What follows belongs to an exercise in optimizing a design on an open flow for small area; a production flow would make more cautious choices. Function was checked by simulation only, so behaviour that the tests miss may differ from the original. No driver is modelled on the clock port, so clock power and skew are understated where the tree is cut down; a real chip needs a root buffer or a tree.

==> 12-28: inputs <==
Design computer_4_bit, start of the top module:
module computer_4_bit(INPUT_A,INPUT_B,command,ADDRESS,OUTPUT_A,OUTPUT_B,ZF,CF,clk,reset);
input [3:0]INPUT_A,INPUT_B;
input [3:0]ADDRESS;
output [3:0]OUTPUT_A;
output [3:0]OUTPUT_B;
output reg ZF, CF;
input clk, reset;
output reg [3:0]command;
reg [3:0] A, B, Z;
reg       R;
localparam [15:0] SI = 16'b1010_1000_0110_0100;
wire       halt = (command == 4'd15) & ~R;
assign OUTPUT_A = R ? 4'd0 : (command == 4'd10) ? 4'd15 : A;
assign OUTPUT_B = (command == 4'd9) ? 4'd14 : (R | (command[3:1] == 3'd0)) ? 4'd0 : B;
wire       s    = SI[Z + 4'd12];             
wire       sub  = (command == 4'd0);
wire [3:0] op1  = (command == 4'd15 || sub) ? A : {2'b00, command == 4'd8, 1'b1};
wire [4:0] sum  = op1 + (B ^ {4{sub}}) + sub;
wire       sn   = SI[sum[3:0]];              
wire [3:0] ip8  = ZF ? 4'd1 : ADDRESS;       
reg  [3:0] a_n;
always @* begin
    case (command)
    4'd15:   a_n = halt ? A : sum[3:0];      
    4'd0:    a_n = sum[3:0];                 
    4'd1:    a_n = B;                        
    4'd2:    a_n = {3'b000, s};              
    4'd4:    a_n = {2'b00, s, ~s};           
    4'd5:    a_n = {3'b000, s};              
    4'd6:    a_n = Z;                        
    4'd8:    a_n = Z;                        
    4'd9:    a_n = B;                        
    4'd12:   a_n = {Z[3:1], Z[0] | sn};      
    4'd13:   a_n = {A[3:1], A[0] ^ sn};      
    default: a_n = A;
    endcase
end
  ...
==> module computer_4_bit, before the edit <==
module computer_4_bit(INPUT_A,INPUT_B,command,ADDRESS,OUTPUT_A,OUTPUT_B,ZF,CF,clk,reset);
input [3:0]INPUT_A,INPUT_B;
input [3:0]ADDRESS;
output [3:0]OUTPUT_A;
output [3:0]OUTPUT_B;
output reg ZF, CF;
input clk, reset;
output reg [3:0]command;
reg [3:0] A, B, Z;
reg       R;
localparam [15:0] SI = 16'b1010_1000_0110_0100;
wire       halt = (command == 4'd15) & ~R;
assign OUTPUT_A = R ? 4'd0 : (command == 4'd10) ? 4'd15 : A;
assign OUTPUT_B = (command == 4'd9) ? 4'd14 : (R | (command[3:1] == 3'd0)) ? 4'd0 : B;
wire       s    = SI[Z + 4'd12];             
wire       sub  = (command == 4'd0);
wire [3:0] op1  = (command == 4'd15 || sub) ? A : {2'b00, command == 4'd8, 1'b1};
wire [4:0] sum  = op1 + (B ^ {4{sub}}) + sub;
wire       sn   = SI[sum[3:0]];              
wire [3:0] ip8  = ZF ? 4'd1 : ADDRESS;       
reg  [3:0] a_n;
always @* begin
    case (command)
    4'd15:   a_n = halt ? A : sum[3:0];      
    4'd0:    a_n = sum[3:0];                 
    4'd1:    a_n = B;                        
    4'd2:    a_n = {3'b000, s};              
    4'd4:    a_n = {2'b00, s, ~s};           
    4'd5:    a_n = {3'b000, s};              
    4'd6:    a_n = Z;                        
    4'd8:    a_n = Z;                        
    4'd9:    a_n = B;                        
    4'd12:   a_n = {Z[3:1], Z[0] | sn};      
    4'd13:   a_n = {A[3:1], A[0] ^ sn};      
    default: a_n = A;
    endcase
end
wire zf_hold = halt | (command == 4'd7) | (command == 4'd8) | (command == 4'd10) | (command == 4'd11) | (command == 4'd14);
wire zf_n    = zf_hold ? ZF : (command == 4'd9) ? (A == 4'd0) : (a_n == 4'd0);
always @(posedge clk) begin
    R <= reset;
    if (reset) begin
        command <= 4'd15;
        A       <= INPUT_A;
        B       <= INPUT_B;
        Z       <= ADDRESS ^ 4'd8;
        ZF      <= 1'b0;
        CF      <= 1'b0;
    end else begin
        if (!halt) command <= command + 4'd1;
        A  <= a_n;
        ZF <= zf_n;
        case (command)
        4'd15: if (!halt) CF <= sum[4];                  
        4'd1:  B  <= A;                                  
        4'd4:  CF <= 1'b0;                               
        4'd5:  CF <= ~s;                                 
        4'd7:  begin B <= ip8; Z <= B; end               
        4'd8:  begin B <= sum[3:0]; Z <= A; end          
        4'd9:  B  <= A;                                  
        4'd10: B  <= A;                                  
        4'd12: B  <= sum[3:0];                           
        4'd13: B  <= sum[3:0];                           
        default: ;
        endcase
    end
end
endmodule
==> flow/config.mk <==
export PLATFORM = sky130hd
export DESIGN_NAME = computer_4_bit
export DESIGN_NICKNAME = computer_4_bit
export VERILOG_FILES = /design/flow/design.v
export SDC_FILE = /design/flow/constraint.sdc
export NUM_CORES = 4
export LEC_CHECK = 0
export CAP_MARGIN = 5
export CORE_MARGIN = 2
export CORE_UTILIZATION = 40
export GPL_TIMING_DRIVEN = 0
export PLACE_DENSITY = 0.8
export SLEW_MARGIN = 5
==> flow/constraint.sdc <==
create_clock -name core_clock -period 5.0 [get_ports {clk}]
set_input_delay 1.0000 -clock core_clock [delete_from_list [all_inputs] [get_ports {clk}]]
set_output_delay 1.0000 -clock core_clock [all_outputs]
set_load 0.01 [all_outputs]
standard.sh (not shown) runs the stock make flow with config.mk's settings and CLKGATE_MAP_FILE= SYNTH_SCRIPT=/design/flow/synth_recipe.tcl, a recipe that flattens the netlist after the stock synthesis.
==> flow/flow/run.sh <==
#!/bin/bash
# Own layout flow:
#  1. the standard synthesis (standard.sh synth), unchanged, into ref/;
#  2. its combinational logic re-mapped by ABC with several area scripts
#     (flow/s*.abc); the flip-flops keep their instances, names and cell
#     types; each result is proven equivalent to the standard netlist
#     (Yosys equiv_simple/equiv_induct, registers paired by name) and the
#     smallest proven one is kept (the standard netlist if none is proven);
#  3. the standard layout (standard.sh) of that netlist, with buf_1 port
#     buffers and a one-level clock tree of one to three buffers
#     (flow/cts_one.tcl).
set -uo pipefail
HERE=$PWD
FL=$HERE/flow
LIB=$FLOW_HOME/platforms/sky130hd/lib/sky130_fd_sc_hd__tt_025C_1v80.lib

bash standard.sh WORK_HOME=$HERE/ref synth > $HERE/std_synth.log 2>&1 || exit 1
SYN=$HERE/ref/results/sky130hd/computer_4_bit/base/1_2_yosys.v

best=$SYN
best_area=999999999
for scr in $FL/s*.abc; do
  n=$(basename $scr .abc)
  cat > $HERE/reopt_$n.ys <<EOY
read_liberty -ignore_miss_func $LIB
read_verilog $SYN
hierarchy -top computer_4_bit
setattr -mod -set keep_hierarchy 1 sky130_fd_sc_hd__*df*
flatten
opt_clean
select computer_4_bit
rename -hide w:*.*
opt_clean -purge
techmap
opt -fast
abc -liberty $LIB -script $scr -dont_use sky130_fd_sc_hd__probe_p_8 -dont_use sky130_fd_sc_hd__probec_p_8 -dont_use sky130_fd_sc_hd__lpflow_*
opt_clean -purge
hilomap -singleton -hicell sky130_fd_sc_hd__conb_1 HI -locell sky130_fd_sc_hd__conb_1 LO
splitnets
opt_clean -purge
tee -o $HERE/reopt_$n.stat stat -liberty $LIB computer_4_bit
write_verilog -noattr -noexpr -nohex -nodec -selected $HERE/reopt_$n.v
EOY
  cat > $HERE/equiv_$n.ys <<EOY
read_liberty -ignore_miss_func $LIB
read_verilog $SYN
rename computer_4_bit gold
read_verilog $HERE/reopt_$n.v
rename computer_4_bit gate
flatten gold gate
rename -hide w:_* w:*.*
opt_clean
equiv_make gold gate equiv
hierarchy -top equiv
equiv_simple
equiv_induct
equiv_status -assert
EOY
  ( yosys -s $HERE/reopt_$n.ys > $HERE/reopt_$n.log 2>&1 && \
    yosys -s $HERE/equiv_$n.ys > $HERE/equiv_$n.log 2>&1 && touch $HERE/ok_$n ) &
done
wait
for scr in $FL/s*.abc; do
  n=$(basename $scr .abc)
  [[ -f $HERE/ok_$n ]] || continue
  grep -qE '^\s*\\\$' $HERE/reopt_$n.v && continue
  a=$(awk '/Chip area/ {print $NF}' $HERE/reopt_$n.stat)
  if awk "BEGIN{exit !($a < $best_area)}"; then best_area=$a; best=$HERE/reopt_$n.v; fi
done
echo "netlist: $best ($best_area)" > $HERE/reopt_choice.txt
cp $best $HERE/netlist.v

bash standard.sh SYNTH_NETLIST_FILES=$HERE/netlist.v \
  "BUFFER_PORTS_ARGS=-buffer_cell sky130_fd_sc_hd__buf_1" PRE_CTS_TCL=$FL/cts_one.tcl finish > $HERE/layout.log 2>&1
==> flow/flow/cts_one.tcl <==
rename clock_tree_synthesis cts_tritoncts

proc onelevel_build { mname nbuf {axis auto} } {
  set block [ord::get_db_block]
  set master [[ord::get_db] findMaster $mname]
  set clknet [[$block findBTerm clk] getNet]
  set sinks {}
  foreach it [$clknet getITerms] {
    set loc [[$it getInst] getLocation]
    lappend sinks [list [lindex $loc 0] [lindex $loc 1] $it]
  }
  # split along the axis in which the flip-flops spread further
  set xs [lsort -integer [lmap s $sinks {lindex $s 0}]]
  set ys [lsort -integer [lmap s $sinks {lindex $s 1}]]
  if { $axis == "auto" } {
    if { [lindex $ys end] - [lindex $ys 0] > [lindex $xs end] - [lindex $xs 0] } {
      set axis y
    } else {
      set axis x
    }
  }
  if { $axis == "y" } {
    set sinks [lsort -integer -index 1 $sinks]
  } else {
    set sinks [lsort -integer -index 0 $sinks]
  }
  set n [llength $sinks]
  set made {}
  for {set g 0} {$g < $nbuf} {incr g} {
    set lo [expr {$g * $n / $nbuf}]
    set hi [expr {($g + 1) * $n / $nbuf - 1}]
    set net [odb::dbNet_create $block clknet_0_clk_$g]
    $net setSigType CLOCK
    set buf [odb::dbInst_create $block $master clkbuf_0_clk_$g]
    set sx 0
    set sy 0
    foreach s [lrange $sinks $lo $hi] {
      set sx [expr {$sx + [lindex $s 0]}]
      set sy [expr {$sy + [lindex $s 1]}]
      set it [lindex $s 2]
      $it disconnect
      $it connect $net
    }
    set k [expr {$hi - $lo + 1}]
    [$buf findITerm A] connect $clknet
    [$buf findITerm X] connect $net
    $buf setLocation [expr {$sx / $k}] [expr {$sy / $k}]
    $buf setPlacementStatus PLACED
    lappend made [list $buf $net]
    puts "one-level clock tree: clkbuf_0_clk_$g ($mname) drives $k flip-flops"
  }
  return $made
}

proc onelevel_undo { made } {
  set block [ord::get_db_block]
  set clknet [[$block findBTerm clk] getNet]
  foreach m $made {
    lassign $m buf net
    foreach it [$net getITerms] {
      if { [$it getInst] != $buf } {
        $it disconnect
        $it connect $clknet
      }
    }
    odb::dbInst_destroy $buf
    odb::dbNet_destroy $net
  }
}

proc onelevel_max_clk_slew { } {
  set_propagated_clock [all_clocks]
  estimate_parasitics -placement
  set m 0.0
  foreach p [get_pins -hierarchical */CLK] {
    set m [expr {max($m, [get_property $p slew_max_rise], [get_property $p slew_max_fall])}]
  }
  return $m
}

proc clock_tree_synthesis { args } {
  foreach choice { {sky130_fd_sc_hd__clkbuf_8 1} {sky130_fd_sc_hd__clkbuf_4 2} {sky130_fd_sc_hd__buf_4 2} {sky130_fd_sc_hd__clkbuf_4 3} {sky130_fd_sc_hd__buf_4 3} } {
    lassign $choice mname nbuf
    foreach axis { x y } {
      set made [onelevel_build $mname $nbuf $axis]
      set s [onelevel_max_clk_slew]
      puts "one-level clock tree: $nbuf x $mname split by $axis, estimated max clock-pin slew $s ns"
      if { $s <= 0.118 } {
        set_propagated_clock [all_clocks]
        return
      }
      onelevel_undo $made
      if { $nbuf == 1 } { break }
    }
  }
  onelevel_build sky130_fd_sc_hd__clkbuf_16 1
  set_propagated_clock [all_clocks]
}
==> flow/flow/s1.abc <==
strash
&get -n
&deepsyn -T 60 -S 1
&put
&get -n
&dch -f
&nf -R 1000
&put
mfs3 -ae
strash
&get -n
&dch -f
&nf -R 1000
&put
mfs3 -ae
==> flow/flow/s2.abc <==
strash
&get -n
&deepsyn -T 60 -S 2
&put
&get -n
&dch -f
&nf -R 1000
&put
mfs3 -ae
strash
&get -n
&dch -f
&nf -R 1000
&put
mfs3 -ae
==> flow/flow/s3.abc <==
strash
&get -n
&deepsyn -T 60 -S 3
&put
&get -n
&dch -f
&nf -R 1000
&put
mfs3 -ae
strash
&get -n
&dch -f
&nf -R 1000
&put
mfs3 -ae
==> flow/flow/s4.abc <==
strash
&get -n
&deepsyn -T 60 -S 4
&put
&get -n
&dch -f
&nf -R 1000
&put
mfs3 -ae
strash
&get -n
&dch -f
&nf -R 1000
&put
mfs3 -ae
==> flow/flow/s5.abc <==
strash
&get -n
&deepsyn -T 60 -S 5
&put
&get -n
&dch -f
&nf -R 1000
&put
mfs3 -ae
strash
&get -n
&dch -f
&nf -R 1000
&put
mfs3 -ae
==> flow/flow/s6.abc <==
strash
&get -n
&deepsyn -T 60 -S 6
&put
&get -n
&dch -f
&nf -R 1000
&put
mfs3 -ae
strash
&get -n
&dch -f
&nf -R 1000
&put
mfs3 -ae
==> flow/flow/s7.abc <==
strash
&get -n
&deepsyn -T 60 -S 7
&put
&get -n
&dch -f
&nf -R 1000
&put
mfs3 -ae
strash
&get -n
&dch -f
&nf -R 1000
&put
mfs3 -ae
==> flow/flow/s8.abc <==
strash
&get -n
&deepsyn -T 60 -S 8
&put
&get -n
&dch -f
&nf -R 1000
&put
mfs3 -ae
strash
&get -n
&dch -f
&nf -R 1000
&put
mfs3 -ae
==> 12-23: changes against 12-28 <==
--- a/flow/design.v
+++ b/flow/design.v
@@ -26,4 +26,5 @@
     4'd1:    a_n = B;                        
     4'd2:    a_n = {3'b000, s};              
+    4'd3:    a_n = {3'b000, s};              
     4'd4:    a_n = {2'b00, s, ~s};           
     4'd5:    a_n = {3'b000, s};              
@@ -36,5 +37,5 @@
     endcase
 end
-wire zf_hold = halt | (command == 4'd7) | (command == 4'd8) | (command == 4'd10) | (command == 4'd11) | (command == 4'd14);
+wire zf_hold = (command == 4'd8) | (command == 4'd10) | (command == 4'd11);
 wire zf_n    = zf_hold ? ZF : (command == 4'd9) ? (A == 4'd0) : (a_n == 4'd0);
 always @(posedge clk) begin
--- a/flow/flow/run.sh
+++ b/flow/flow/run.sh
@@ -57,4 +57,5 @@
 equiv_status -assert
 EOY
+  while [[ $(jobs -rp | wc -l) -ge 4 ]]; do wait -n; done
   ( yosys -s $HERE/reopt_$n.ys > $HERE/reopt_$n.log 2>&1 && \
     yosys -s $HERE/equiv_$n.ys > $HERE/equiv_$n.log 2>&1 && touch $HERE/ok_$n ) &
==> flow/flow/s91.abc (new file) <==
strash
&get -n
&deepsyn -T 60 -S 1
&put
&get -n
&dch -f
&nf -R 1000
&put
==> flow/flow/s92.abc (new file) <==
strash
&get -n
&deepsyn -T 60 -S 2
&put
&get -n
&dch -f
&nf -R 1000
&put
==> flow/flow/s93.abc (new file) <==
strash
&get -n
&deepsyn -T 60 -S 3
&put
&get -n
&dch -f
&nf -R 1000
&put
==> flow/flow/s94.abc (new file) <==
strash
&get -n
&deepsyn -T 60 -S 4
&put
&get -n
&dch -f
&nf -R 1000
&put
==> 01-26: changes against 12-28 <==
--- a/flow/flow/run.sh
+++ b/flow/flow/run.sh
@@ -8,5 +8,5 @@
 #     smallest proven one is kept (the standard netlist if none is proven);
 #  3. the standard layout (standard.sh) of that netlist, with buf_1 port
-#     buffers and a one-level clock tree of one to three buffers
+#     buffers and a one-level clock tree of one or two buffers
 #     (flow/cts_one.tcl).
 set -uo pipefail
--- a/flow/flow/cts_one.tcl
+++ b/flow/flow/cts_one.tcl
@@ -1,5 +1,5 @@
 rename clock_tree_synthesis cts_tritoncts
 
-proc onelevel_build { mname nbuf {axis auto} } {
+proc onelevel_build { mname nbuf } {
   set block [ord::get_db_block]
   set master [[ord::get_db] findMaster $mname]
@@ -10,19 +10,5 @@
     lappend sinks [list [lindex $loc 0] [lindex $loc 1] $it]
   }
-  # split along the axis in which the flip-flops spread further
-  set xs [lsort -integer [lmap s $sinks {lindex $s 0}]]
-  set ys [lsort -integer [lmap s $sinks {lindex $s 1}]]
-  if { $axis == "auto" } {
-    if { [lindex $ys end] - [lindex $ys 0] > [lindex $xs end] - [lindex $xs 0] } {
-      set axis y
-    } else {
-      set axis x
-    }
-  }
-  if { $axis == "y" } {
-    set sinks [lsort -integer -index 1 $sinks]
-  } else {
-    set sinks [lsort -integer -index 0 $sinks]
-  }
+  set sinks [lsort -integer -index 0 $sinks]
   set n [llength $sinks]
   set made {}
@@ -80,17 +66,14 @@
 
 proc clock_tree_synthesis { args } {
-  foreach choice { {sky130_fd_sc_hd__clkbuf_8 1} {sky130_fd_sc_hd__clkbuf_4 2} {sky130_fd_sc_hd__buf_4 2} {sky130_fd_sc_hd__clkbuf_4 3} {sky130_fd_sc_hd__buf_4 3} } {
+  foreach choice { {sky130_fd_sc_hd__clkbuf_8 1} {sky130_fd_sc_hd__clkbuf_4 2} } {
     lassign $choice mname nbuf
-    foreach axis { x y } {
-      set made [onelevel_build $mname $nbuf $axis]
-      set s [onelevel_max_clk_slew]
-      puts "one-level clock tree: $nbuf x $mname split by $axis, estimated max clock-pin slew $s ns"
-      if { $s <= 0.118 } {
-        set_propagated_clock [all_clocks]
-        return
-      }
-      onelevel_undo $made
-      if { $nbuf == 1 } { break }
+    set made [onelevel_build $mname $nbuf]
+    set s [onelevel_max_clk_slew]
+    puts "one-level clock tree: $nbuf x $mname, estimated max clock-pin slew $s ns"
+    if { $s <= 0.105 } {
+      set_propagated_clock [all_clocks]
+      return
     }
+    onelevel_undo $made
   }
   onelevel_build sky130_fd_sc_hd__clkbuf_16 1
==> flow/flow/s1.abc (replaced) <==
strash
&get -n
&deepsyn -T 60 -S 1
&put
&get -n
&dch -f
&nf -R 1000
&put
==> flow/flow/s2.abc (replaced) <==
strash
&get -n
&deepsyn -T 60 -S 2
&put
&get -n
&dch -f
&nf -R 1000
&put
==> flow/flow/s3.abc (replaced) <==
strash
&get -n
&deepsyn -T 60 -S 3
&put
&get -n
&dch -f
&nf -R 1000
&put
==> flow/flow/s4.abc (replaced) <==
strash
&get -n
&deepsyn -T 60 -S 4
&put
&get -n
&dch -f
&nf -R 1000
&put
==> flow/flow/s5.abc (replaced) <==
strash
&get -n
&deepsyn -T 60 -S 5
&put
&get -n
&dch -f
&nf -R 1000
&put
==> flow/flow/s6.abc (replaced) <==
strash
&get -n
&deepsyn -T 60 -S 6
&put
&get -n
&dch -f
&nf -R 1000
&put
--- a/flow/config.mk
+++ b/flow/config.mk
@@ -10,4 +10,3 @@
 export CORE_UTILIZATION = 40
 export GPL_TIMING_DRIVEN = 0
-export PLACE_DENSITY = 0.8
 export SLEW_MARGIN = 5
removed: flow/flow/s7.abc
removed: flow/flow/s8.abc
==> impl_metrics.py <==
metrics = {
    "finish": {
        "nNetsFinal": 210,
        "areaGrowthSynthToFinish_pct": 12.8,
        "multi_input_area_um2": 749,
        "stdcell_count": 227,
    },
    "power_and_ir_drop": {
        "p_seq_uw": 288,
        "power_frac_comb_pct": 46.4,
        "comb-power_uw": 302,
    },
    "setup_path": {
        "r2r-end": "CF",
    },
    "floorplanning": {
        "coreArea_um2": 2980,
    },
    "place": {
        "place.gp.congestion": 0.902,
    },
    "detailed_routing": {
        "dr.pass1.iters": 5,
        "wl_per_cell_um": 14.5,
        "wl_met3_um": 239,
    },
    "clock_network": {
        "clk_latency_ps": 180,
    },
    "status": {
        "status": "no timing/DRC/antenna violations",
    },
    "synth": {
        "synthCells": 165,
    },
    "global_route": {
        "track_usage_pct": 20.0,
    },
}
Source of the figures above: 12-23

==> impl_metrics.py <==
metrics = {
    "finish": {
        "stdcell_count": 239,
        "nNetsFinal": 211,
        "areaGrowthSynthToFinish_pct": 14.3,
    },
    "floorplanning": {
        "coreArea_um2": 3030,
    },
    "detailed_routing": {
        "wl_per_cell_um": 16.0,
        "wl_met3_um": 255,
    },
    "clock_network": {
        "clk_latency_ps": 150,
    },
    "synth": {
        "synthCells": 167,
    },
    "setup_path": {
        "r2r-end": "ZF",
    },
    "place": {
        "place.gp.congestion": 1.03,
    },
    "power_and_ir_drop": {
        "p_seq_uw": 325,
        "power_frac_comb_pct": 49.0,
    },
    "global_route": {
        "track_usage_pct": 21.6,
    },
    "status": {
        "status": "no timing/DRC/antenna violations",
    },
}
Source of the figures above: 01-26

==> impl_metrics.py <==
metrics = {
    "status": {
        "status": "no timing/DRC/antenna violations",
    },
    "synth": {
        "synthCells": 165,
    },
    "setup_path": {
        "r2r-end": "ZF",
    },
    "finish": {
        "areaGrowthSynthToFinish_pct": 13.7,
        "multi_input_area_um2": 757,
        "nNetsFinal": 210,
        "stdcell_count": 238,
    },
    "floorplanning": {
        "coreArea_um2": 3030,
    },
    "place": {
        "place.gp.congestion": 0.926,
    },
    "power_and_ir_drop": {
        "p_seq_uw": 349,
    },
    "clock_network": {
        "clk_latency_ps": 170,
    },
    "detailed_routing": {
        "wl_met3_um": 245,
    },
}
Source of the figures above: 12-28

In every run of this note, the design's own scripts or RTL, not TritonCTS, make the clock network.

static timing again, ports no longer ideal:
No port has a modelled driver above. Below, the same layouts with a new extraction and two added sets of constraints. Step 1, drivers: a clkbuf_16 drives clk and a buf_2 each remaining input, both assumed. Step 2 times the ports against the registers' clock, not the clock port: input delays grow and output delays shrink by t, the midpoint of the rising clock arrivals with the driver on. Slacks: ideal / step 1 / step 2; pairs: ideal / step 1.
| run | shift t [ns] | setup WS [ns] | worst hold slack (ns) | clock arrival spread, ns | worst data-port slew with drivers (ns) |
|---|---|---|---|---|---|
| 12-28 | 0.188 | 1.485 / 1.485 / 1.485 | 0.565 / 0.565 / 0.565 | 0.015 / 0.016 | 0.03 |
| 12-23 | 0.193 | 1.983 / 1.983 / 1.811 | 0.506 / 0.506 / 0.506 | 0.025 / 0.026 | 0.03 |
| 01-26 | 0.177 | 2.018 / 2.018 / 1.915 | 0.544 / 0.544 / 0.544 | 0.004 / 0.004 | 0.03 |
After both steps every run listed still meets setup and hold. For 12-23, which loses most, drivers alone change the setup slack by 0.000 ns; drivers and shift together by -0.172 ns.
